What follows belongs to an exercise in optimizing a design on an open flow for small area; a production flow would make more cautious choices.

v30:
==> flow/design.v <==
module SubRipple #(parameter W = 9)(
    input  wire [W-1:0] a,
    input  wire [W-1:0] b,
    output wire [W-1:0] d,
    output wire         ge
);
    wire [W:0] c;
    assign c[0] = 1'b1;
    genvar i;
    generate
        for (i = 0; i < W; i = i + 1) begin : g
            wire nb = ~b[i];
            assign d[i] = a[i] ^ nb ^ c[i];
            assign c[i+1] = (a[i] & nb) | (c[i] & (a[i] | nb));
        end
    endgenerate
    assign ge = c[W];
endmodule
module Decode_1xEP(
    input  wire [8:0]  m_range,
    input  wire [16:0] e,
    output wire        bin_out,
    output wire [15:0] v
);
    wire [9:0] br;
    assign br[0] = 1'b0;
    genvar i;
    generate
        for (i = 0; i < 9; i = i + 1) begin : g
            assign br[i+1] = (~e[7+i] & m_range[i]) | (~(e[7+i] ^ m_range[i]) & br[i]);
        end
    endgenerate
    assign bin_out = e[16] | ~br[9];
    assign v = {e[15:7] ^ ({9{bin_out}} & (m_range ^ br[8:0])), e[6:0]};
endmodule
module AddRipple #(parameter W = 4)(
    input  wire [W-1:0] a,
    input  wire [W-1:0] b,
    input  wire         ci,
    output wire [W-1:0] s,
    output wire         co
);
    wire [W:0] c;
    assign c[0] = ci;
    genvar i;
    generate
        for (i = 0; i < W; i = i + 1) begin : g
            assign s[i] = a[i] ^ b[i] ^ c[i];
            assign c[i+1] = (a[i] & b[i]) | (c[i] & (a[i] | b[i]));
        end
    endgenerate
    assign co = c[W];
endmodule
module Decoder #(parameter BIN_WIDTH = 4)(
    input clk,
    input reset,
    input bypass,
    input [7:0] pState_in,
    input [1:0] n_bin,
    input [15:0] m_value_binRE_in,
    input [16:0] m_value_binEP0_in,
    input [16:0] m_value_binEP1_in,
    input [16:0] m_value_binEP2_in,
    input [16:0] m_value_binEP3_in,
    output wire [BIN_WIDTH - 1:0] bin,
    output wire [15:0] m_value_binRE_out,
    output wire [16:0] m_value_binEP0_out,
    output wire [16:0] m_value_binEP1_out,
    output wire [16:0] m_value_binEP2_out,
    output wire [16:0] m_value_binEP3_out,
    output wire [2:0] numBits,
    output wire mps_renorm,
    output wire lps
);
    reg [8:0] m_range;
    reg [15:0] m_value;
    wire b0, b1, b2, b3;
    wire [15:0] v0, v1, v2, v3;
    Decode_1xEP ep0 (.m_range(m_range), .e(m_value_binEP0_in), .bin_out(b0), .v(v0));
    Decode_1xEP ep1 (.m_range(m_range), .e(m_value_binEP1_in), .bin_out(b1), .v(v1));
    Decode_1xEP ep2 (.m_range(m_range), .e(m_value_binEP2_in), .bin_out(b2), .v(v2));
    Decode_1xEP ep3 (.m_range(m_range), .e(m_value_binEP3_in), .bin_out(b3), .v(v3));
    assign m_value_binEP0_out = {m_value, 1'b0};
    assign m_value_binEP1_out = {v0, 1'b0};
    assign m_value_binEP2_out = {v1, 1'b0};
    assign m_value_binEP3_out = {v2, 1'b0};
    wire sel0 = bypass & ~n_bin[1] & ~n_bin[0];
    wire sel1 = bypass & ~n_bin[1] &  n_bin[0];
    wire sel2 = bypass &  n_bin[1] & ~n_bin[0];
    wire sel3 = bypass &  n_bin[1] &  n_bin[0];
    wire [15:0] v_next = ({16{sel0}} & v0) | ({16{sel1}} & v1) | ({16{sel2}} & v2) |
                         ({16{sel3}} & v3) | ({16{~bypass}} & m_value_binRE_in);
    wire [3:0] bin_ep = {sel3 & b3, (sel2 | sel3) & b2, ~sel0 & b1, b0};
    wire [4:0] q = pState_in[6:2] ^ {5{pState_in[7]}};
    wire [3:0] r = m_range[8:5];
    wire [4:0] pp0 = q & {5{r[0]}};
    wire [4:0] pp1 = q & {5{r[1]}};
    wire [4:0] pp2 = q & {5{r[2]}};
    wire [4:0] pp3 = q & {5{r[3]}};
    wire [4:0] s1; wire c1;
    AddRipple #(5) a1 (.a({1'b0, pp0[4:1]}), .b(pp1), .ci(1'b0), .s(s1), .co(c1));
    wire [4:0] s2; wire c2;
    AddRipple #(5) a2 (.a({c1, s1[4:1]}), .b(pp2), .ci(1'b0), .s(s2), .co(c2));
    wire [4:0] s3; wire c3;
    AddRipple #(5) a3 (.a({c2, s2[4:1]}), .b(pp3), .ci(1'b1), .s(s3), .co(c3));
    wire [7:0] lpsr = {c3, s3, s2[0], s1[0]};
    wire [8:0] rl; wire rl_ge;
    SubRipple #(9) srl (.a(m_range), .b({1'b0, lpsr}), .d(rl), .ge(rl_ge));
    wire [8:0] a_lo; wire a_ge;
    SubRipple #(9) sva (.a(m_value[15:7]), .b(m_range), .d(a_lo), .ge(a_ge));
    wire [7:0] t_lo; wire t_c8;
    AddRipple #(8) at (.a(a_lo[7:0]), .b(lpsr), .ci(1'b0), .s(t_lo), .co(t_c8));
    wire t8 = a_lo[8] ^ t_c8;
    wire c9 = a_lo[8] & t_c8;
    wire t9 = ~a_ge ^ c9;             
    wire t10 = ~a_ge & ~c9;           
    wire [8:0] vd = {t8, t_lo};
    wire is_lps = ~t10 & (rl_ge | t9);
    wire lz2 = ~|lpsr[7:4];
    wire [7:0] l1 = lz2 ? {lpsr[3:0], 4'b0000} : lpsr;
    wire lz1 = ~|l1[7:6];
    wire [7:0] l2 = lz1 ? {l1[5:0], 2'b00} : l1;
    wire lz0 = ~l2[7];
    wire [6:0] l3 = lz0 ? l2[5:0] << 1 : l2[6:0];
    wire [2:0] nb = {lz2, lz1, lz0} + 3'd1;
    assign lps = is_lps;
    assign mps_renorm = is_lps | rl[8];
    assign numBits = is_lps ? nb : 3'd1;
    wire [15:0] sh0 = {vd[7:0], m_value[6:0], 1'b0};
    wire [15:0] sh1 = lz2 ? {sh0[11:0], 4'b0000} : sh0;
    wire [15:0] sh2 = lz1 ? {sh1[13:0], 2'b00} : sh1;
    wire [15:0] re_lps = lz0 ? {sh2[14:0], 1'b0} : sh2;
    wire [15:0] re_mps = rl[8] ? m_value : {m_value[14:0], 1'b0};
    assign m_value_binRE_out = is_lps ? re_lps : re_mps;
    wire [8:0] rng_lps = {1'b1, l3, 1'b0};
    wire [8:0] rng_mps = rl[8] ? rl : {rl[7:0], 1'b0};
    wire [8:0] rng_re = is_lps ? rng_lps : rng_mps;
    wire [3:0] bin_re = is_lps ? {3'b111, ~pState_in[7]} : {3'b000, pState_in[7]};
    assign bin = bypass ? bin_ep : bin_re;
    always @(posedge clk or posedge reset) begin
        if (reset) begin
            m_range <= 9'd510;
            m_value <= 16'd36049;
        end else begin
            m_value <= v_next;
            if (!bypass)
                m_range <= rng_re;
        end
    end
endmodule
export LEC_CHECK = 0
export ABC_AREA = 1
export CAP_MARGIN = 0
export CORE_MARGIN = 2
export CORE_UTILIZATION = 50
export SLEW_MARGIN = 0
create_clock -name core_clock -period 10.0 [get_ports {clk}]
standard.sh (not shown) runs the stock make flow with config.mk's settings and CLKGATE_MAP_FILE= SYNTH_SCRIPT=/design/flow/synth_recipe.tcl, a recipe that flattens the netlist after the stock synthesis.
==> flow/flow/run.sh <==
#!/bin/bash
# Standard ORFS layout with two changes:
#  1. after the standard synthesis, the combinational logic of its netlist is re-mapped by
#     ABC with area-oriented scripts, a few rounds, keeping the smallest result (the
#     flip-flops are kept exactly as the standard synthesis made them);
#  2. the port buffers use the smallest buffer cell.
set -euo pipefail
HERE=$(pwd)
R=$HERE/orfs/results/sky130hd/Decoder/base
LIB=$FLOW_HOME/platforms/sky130hd/lib/sky130_fd_sc_hd__tt_025C_1v80.lib
DU=""
for c in probe_p_8 probec_p_8 lpflow_bleeder_1 lpflow_clkbufkapwr_1 lpflow_clkbufkapwr_16 \
  lpflow_clkbufkapwr_2 lpflow_clkbufkapwr_4 lpflow_clkbufkapwr_8 lpflow_clkinvkapwr_1 \
  lpflow_clkinvkapwr_16 lpflow_clkinvkapwr_2 lpflow_clkinvkapwr_4 lpflow_clkinvkapwr_8 \
  lpflow_inputiso0n_1 lpflow_inputiso0p_1 lpflow_inputiso1n_1 lpflow_inputiso1p_1 \
  lpflow_isobufsrc_1 lpflow_isobufsrc_16 lpflow_isobufsrc_2 lpflow_isobufsrc_4 \
  lpflow_isobufsrc_8 lpflow_isobufsrckapwr_16; do
  DU="$DU -dont_use sky130_fd_sc_hd__$c"
done

bash standard.sh synth > synth.log 2>&1
cp $R/1_2_yosys.v $HERE/std_synth.v

# one round: re-map the combinational logic of $1 with ABC script $3 into $2
remap() {
  yosys -l $2.log -p "
read_liberty -ignore_miss_func -overwrite -setattr liberty_cell $LIB
blackbox sky130_fd_sc_hd__df*
read_verilog -overwrite $1
hierarchy -top Decoder
flatten
opt_clean
abc -liberty $LIB $DU -script $3
opt_clean -purge
read_liberty -lib -overwrite $LIB
tee -o $2.stat stat -liberty $LIB
write_verilog -noattr -nohex -nodec $2
" > /dev/null
  awk '/Chip area/{print $NF}' $2.stat
}

mkdir -p remap
best=$HERE/std_synth.v
best_area=1e9
cur=$HERE/std_synth.v
for round in 1 2 3 4 5 6 7 8; do
  round_best=""; round_area=1e9
  for s in s5 s9 s10 s13 s14; do
    out=$HERE/remap/r${round}_$s.v
    a=$(remap $cur $out $HERE/flow/$s.abc)
    echo "round $round $s area $a" >> remap/summary.txt
    if awk "BEGIN{exit !($a < $round_area)}"; then round_area=$a; round_best=$out; fi
  done
  cur=$round_best
  if awk "BEGIN{exit !($round_area < $best_area)}"; then best_area=$round_area; best=$round_best; fi
done
echo "best $best $best_area" >> remap/summary.txt

yosys -l $HERE/finalize.log -p "
read_liberty -lib -overwrite $LIB
read_verilog $best
hierarchy -top Decoder
hilomap -singleton -hicell sky130_fd_sc_hd__conb_1 HI -locell sky130_fd_sc_hd__conb_1 LO
insbuf -buf sky130_fd_sc_hd__buf_1 A X
splitnets
opt_clean -purge
check -assert -mapped
stat -liberty $LIB
write_verilog -noattr -nohex -nodec $HERE/resyn.v
" > /dev/null

cp $HERE/resyn.v $R/1_2_yosys.v
rm -f $R/1_synth.odb $R/1_synth.sdc

export BUFFER_PORTS_ARGS="-buffer_cell sky130_fd_sc_hd__buf_1"
bash standard.sh > standard.log 2>&1
==> flow/flow/s13.abc <==
strash
dc2
dch -f
amap
topo
==> flow/flow/s14.abc <==
strash
balance
 rewrite
 refactor
 balance
 rewrite
 rewrite -z
 balance
 refactor -z
 rewrite -z
 balance
dc2
dch -f
amap -F 20 -A 100 -C 10000
topo
Other scripts of this flow, unchanged in this note and not shown: flow/flow/s10.abc, flow/flow/s5.abc, flow/flow/s9.abc
Here is what was changed in the inputs of v23 compared with v30.
diff --git a/flow/flow/run.sh b/flow/flow/run.sh
--- a/flow/flow/run.sh
+++ b/flow/flow/run.sh
@@ -75,0 +76 @@
+export RECOVER_POWER=100
[summary]
- Every stage of v23 finished as expected; the final checks, on the other hand, flagged max-capacitance violations, max-slew violations, which means the layout fails.
- ~same peak clock frequency supported by timing in v30 and v23
- v23 vs. v30: final instance area flat.
- Library cell contributing the largest single delay on the critical path = sky130_fd_sc_hd__nor2b_2: v30; library cell contributing the largest single delay on the critical path = sky130_fd_sc_hd__a21oi_2: v23
- Summary: with v30 as the reference, met1 routed wirelength after detailed routing in v23 moved down slightly.
- The worst hold slack was comparable across v30 and v23.
- There was hardly any difference in final critical-path setup slack between v23 and v30.
- Final cycle utilization of the critical path essentially unchanged between v30 and v23.
What v42 does differently from v23 at the input level:
diff --git a/flow/flow/run.sh b/flow/flow/run.sh
--- a/flow/flow/run.sh
+++ b/flow/flow/run.sh
@@ -46 +46 @@
-for round in 1 2 3 4 5 6 7 8; do
+for round in 1 2 3 4 5; do
@@ -48 +48 @@
-  for s in s5 s9 s10 s13 s14; do
+  for s in s5 s9 s10; do
@@ -76 +75,0 @@
-export RECOVER_POWER=100
removed: flow/flow/s13.abc
removed: flow/flow/s14.abc
Results
- On final worst hold slack, v42 does worse than v23.
- In summary, v42 completed successfully, with a layout that passed the timing, design-rule and antenna checks.
- v42 vs v23 — number of buffers outside the clock class in the layout dropped 6.
- Number of multi-input logic gates (v42 vs. v23) increases slightly
#### Input delta (v52 over v42)
diff --git a/flow/flow/run.sh b/flow/flow/run.sh
--- a/flow/flow/run.sh
+++ b/flow/flow/run.sh
@@ -5,0 +6 @@
+#     then the smallest netlist is re-mapped once more with gate sizing for a delay target;
@@ -46 +47 @@
-for round in 1 2 3 4 5; do
+for round in 1 2 3 4 5 6 7 8; do
@@ -48 +49 @@
-  for s in s5 s9 s10; do
+  for s in s5 s9 s10 s13 s14; do
@@ -57,0 +59,5 @@
+
+# re-map the smallest netlist once more and size its gates for a delay target with ABC
+a=$(remap $best $HERE/remap/sized.v $HERE/flow/size.abc)
+echo "sized $a" >> remap/summary.txt
+best=$HERE/remap/sized.v
==> flow/flow/s13.abc (new file) <==
strash
dc2
dch -f
amap
topo
==> flow/flow/s14.abc (new file) <==
strash
balance
 rewrite
 refactor
 balance
 rewrite
 rewrite -z
 balance
 refactor -z
 rewrite -z
 balance
dc2
dch -f
amap -F 20 -A 100 -C 10000
topo
==> flow/flow/size.abc (new file) <==
strash
dc2
dch -f
amap -F 10 -A 50 -C 5000
topo
upsize -D 4500
dnsize -D 4500
## What came out
- Clock tree buffer count of the final layout in v52 vs v42: down 1
- | synthesized instance count | higher: v42 |
- Compared with v42, v52 has less setup slack.
- v52 does worse than v42 on area after synthesis.
- The lower proportion of cell area occupied by registers came out of v52.
- On total routing usage reported by global routing: v52 sits above v42.
- Of v42 and v52, v42 shows the higher non-clock buffer total of the final layout, with v52 below it.
- In v52 the post-layout instance area turned out 1.8% higher than in v42.
No functional check of the RTL was part of any run of this note.

port drivers added, routing unchanged:
In the flow no input, the clock included, has a driving cell. The finished layouts below were timed again as built, in two steps. Step 1: set_driving_cell puts a clkbuf_16 on clk and a buf_2 on each other input, an assumption about the parent block. Step 2 also shifts input and output timing later by t, the mid clock arrival at the registers, as if the neighbouring blocks saw the same clock. Slacks: ideal ports / drivers / drivers and shift; pairs: ideal ports / drivers.
run	t, ns	slack for setup (ns)	hold slack, ns	worst setup path after step 2
v30	0.295	0.354 / 0.322 / 0.322	0.665 / 0.665 / 0.665	input to output
v23	0.296	0.355 / 0.323 / 0.323	0.665 / 0.665 / 0.665	input to output
v42	0.297	0.502 / 0.480 / 0.480	0.605 / 0.605 / 0.605	input to output
v52	0.292	0.464 / 0.443 / 0.443	0.678 / 0.678 / 0.678	input to output
